What follows belongs to an exercise in optimizing a design on an open flow for small area and a short achievable clock period; a production flow would make more cautious choices. Function was checked by simulation only, so behaviour that the tests miss may differ from the original. Power figures rest on the tool's default switching activity, not on a simulated workload.

## ARMcpu64
module ARMcpu64(ibus, clk, reset, daddrbus, databus_in, databus_out, dwrite, iaddrbus);
    input [31:0] ibus;
    input clk, reset;
    output [63:0] daddrbus, iaddrbus;
    input [63:0] databus_in;
    output [63:0] databus_out;
    output dwrite;
    reg [63:2] pc;
    assign iaddrbus = {pc, 2'b00};
    wire if_cb_or_st = (ibus[31:24] == 8'b10110100) | (ibus[31:24] == 8'b10110101) |
                       (ibus[31:24] == 8'b01010101) | (ibus[31:24] == 8'b01010110) |
                       (ibus[31:24] == 8'b01010111) | (ibus[31:24] == 8'b01011000) |
                       (ibus[31:21] == 11'b11111000000);
    wire [25:0] if_off = (ibus[31:26] == 6'b000101) ? ibus[25:0] : {{7{ibus[23]}}, ibus[23:5]};
    wire [4:0] if_rn = ibus[9:5];
    wire [30:0] if_sa, if_sb;
    genvar gi;
    generate
        for (gi = 0; gi < 31; gi = gi + 1) begin : g_sel
            assign if_sa[gi] = (if_rn == gi);
            assign if_sb[gi] = if_cb_or_st ? (ibus[4:0] == gi) : (ibus[20:16] == gi);
        end
    endgenerate
    reg [31:0] ir;
    reg [30:0] sa, sb;
    reg [63:2] id_pc;
    reg [25:0] id_off;
    always @(posedge clk) begin
        ir     <= ibus;
        sa     <= if_sa;
        sb     <= if_sb;
        id_pc  <= pc;
        id_off <= if_off;
    end
    wire [10:0] op11 = ir[31:21];
    wire [9:0]  op10 = ir[31:22];
    wire [7:0]  op8  = ir[31:24];
    wire [5:0]  op6  = ir[31:26];
    wire [8:0]  op9  = ir[31:23];
    wire i_add   = op11 == 11'b10001011000;
    wire i_adds  = op11 == 11'b10101011000;
    wire i_sub   = op11 == 11'b11001011000;
    wire i_subs  = op11 == 11'b11101011000;
    wire i_and   = op11 == 11'b10001010000;
    wire i_ands  = op11 == 11'b11101010000;
    wire i_orr   = op11 == 11'b10101010000;
    wire i_eor   = op11 == 11'b11001010000;
    wire i_lsl   = op11 == 11'b11010011011;
    wire i_lsr   = op11 == 11'b11010011010;
    wire i_ldur  = op11 == 11'b11111000010;
    wire i_stur  = op11 == 11'b11111000000;
    wire i_addi  = op10 == 10'b1001000100;
    wire i_addis = op10 == 10'b1011000100;
    wire i_subi  = op10 == 10'b1101000100;
  ...
Size: about 8,900 cells after synthesis, about 2,600 flip-flops, ~290 I/O pins, about 120,000 sq um of cells after synthesis.
export LEC_CHECK = 0
export CAP_MARGIN = 20
export CORE_MARGIN = 2
export CORE_UTILIZATION = 50
export CTS_BUF_LIST = sky130_fd_sc_hd__clkbuf_8
export PLACE_DENSITY = 0.6
export SLEW_MARGIN = 20
create_clock -name core_clock -period 11.0 [get_ports {clk}]
standard.sh (not shown) runs the stock make flow with config.mk's settings and CLKGATE_MAP_FILE= SYNTH_SCRIPT=/design/flow/synth_recipe.tcl, a recipe that flattens the netlist after the stock synthesis.
==> flow/flow/run.sh <==
#!/bin/bash
set -euo pipefail
export SETUP_SLACK_MARGIN=7.3
export BUFFER_PORTS_ARGS="-buffer_cell sky130_fd_sc_hd__buf_2"
bash standard.sh > standard_flow.log 2>&1
Next try:
==> flow/flow/run.sh (replaced) <==
#!/bin/bash
set -euo pipefail
export SETUP_SLACK_MARGIN=7.5
export BUFFER_PORTS_ARGS="-buffer_cell sky130_fd_sc_hd__buf_2"
bash standard.sh > standard_flow.log 2>&1
CTS_CLUSTER_SIZE = 25   (was not set)
TNS_END_PERCENT = 40   (was not set)
What happened: Final area rises by about 0.3%; wire length came out lower by about 2.7%; combinational power goes down by about 0.8%; count of clock-buffer cells in the layout is higher by 11; register-to-register slack gains 0.09 ns; synthesized area is unchanged; worst setup slack is better by 0.095 ns; core utilization increases by 0.19 points; clock power went up by 2.3%; cell count barely changes.


Starting RTL as in the previous note.
Settings: LEC_CHECK=0, CAP_MARGIN=20, CORE_MARGIN=2, CORE_UTILIZATION=50, CTS_BUF_LIST=sky130_fd_sc_hd__clkbuf_8, CTS_CLUSTER_SIZE=25, PLACE_DENSITY=0.6, SLEW_MARGIN=20, TNS_END_PERCENT=40; clock period 11.0 ns.
==> flow/flow/run.sh <==
#!/bin/bash
set -euo pipefail
export SETUP_SLACK_MARGIN=7.8
export BUFFER_PORTS_ARGS="-buffer_cell sky130_fd_sc_hd__buf_2"
bash standard.sh > standard_flow.log 2>&1
Change:
==> flow/flow/run.sh (replaced) <==
#!/bin/bash
set -euo pipefail
export SETUP_SLACK_MARGIN=7.3
export BUFFER_PORTS_ARGS="-buffer_cell sky130_fd_sc_hd__buf_2"
bash standard.sh > standard_flow.log 2>&1
The new run passed the timing, design-rule and antenna checks.
Via count decreases by about 1.6%.
Sequential share of layout area goes up by 1.2 points.
Register-to-register slack loses 0.19 ns.
Synthesized cell count does not change.
Critical path depth goes up by 6.
Power goes down by 2.3%.
Count of clock-buffer cells in the layout fell by 8.


the reference run:
Another version of the RTL of ARMcpu64 (not shown whole).
Size: about 9100 cells after synthesis, ~2600 flip-flops, roughly 290 I/O pins, about 0.12 mm2 of cells after synthesis.
clock: 11.0 ns
lec_check: 0
cap_margin: 20
core_margin: 2
core_utilization: 50
cts_buf_list: sky130_fd_sc_hd__clkbuf_8
place_density: 0.6
slew_margin: 20
==> flow/flow/run.sh <==
#!/bin/bash
set -euo pipefail
export SETUP_SLACK_MARGIN=7.3
export BUFFER_PORTS_ARGS="-buffer_cell sky130_fd_sc_hd__buf_2"
bash standard.sh > standard_flow.log 2>&1
The reference run finished end to end and its layout was clean on timing, DRC and antenna.
Inputs modified between the reference run and the trial run:
--- a/flow/config.mk
+++ b/flow/config.mk
@@ -10,4 +10,6 @@
 export CORE_UTILIZATION = 50
 export CTS_BUF_LIST = sky130_fd_sc_hd__clkbuf_8
+export CTS_CLUSTER_SIZE = 25
 export PLACE_DENSITY = 0.6
 export SLEW_MARGIN = 20
+export TNS_END_PERCENT = 40
- From the trial run to the reference run, gate count after technology mapping did not move at all.
- Changes observed in the trial run relative to the reference run: post-cts repair resize count saw a decrease; detailed-router iteration count before antenna repair saw an increase; clock buffer count in the final layout saw a decrease.
- Going from the reference run to the trial run, maximum buffer depth of the clock tree held steady; area added between synthesis and finish dropped 1.6 points; clock skew rose by 0.015 ns.
- Wire length of the first global-routing pass (the trial run over the reference run): increase, about 1.4%
- The end of the critical path comes out ex_b[11]$_DFF_P_ in one run and ex_a[18]$_DFF_P_ in the other, namely in the trial run and the reference run respectively.
- Delta (the trial run minus the reference run): sequential cell area about even; post-CTS clock slew at the launch and capture registers of the worst setup and hold paths about even.
- Utilization was lower in the trial run than in the reference run.

[static timing again, ports no longer ideal]
How much do the figures lean on ideal ports? The routed layouts below were timed once more, with nothing changed but the port constraints.
Step 1 (the two cells are an assumption about what drives the block):
set clk [get_ports {clk}]
set_driving_cell -lib_cell sky130_fd_sc_hd__clkbuf_16 $clk
set_driving_cell -lib_cell sky130_fd_sc_hd__buf_2 [delete_from_list [all_inputs] $clk]
Step 2 also shifts input and output timing later by t, the mid clock arrival at the registers, as if the neighbouring blocks saw the same clock.
Three values: ideal ports, drivers, drivers and shift; two values: the first two.
run	t (ns)	slack for setup (ns)	worst setup path at the end
the first run of note 1	1.230	6.901 / 6.901 / 6.132	input to register
the second run of note 1	1.252	6.996 / 6.996 / 6.183	input to register
the first run of note 2	1.247	7.104 / 7.021 / 6.482	input to register
the second run of note 2	1.260	6.931 / 6.931 / 5.941	input to register
the reference run	1.204	6.842 / 6.842 / 6.388	input to register
the trial run	1.227	6.823 / 6.823 / 6.227	input to register
After both steps setup and hold are still met in every run listed. For the second run of note 2, which loses most, drivers alone change the setup slack by 0.000 ns; drivers and shift together by -0.990 ns.
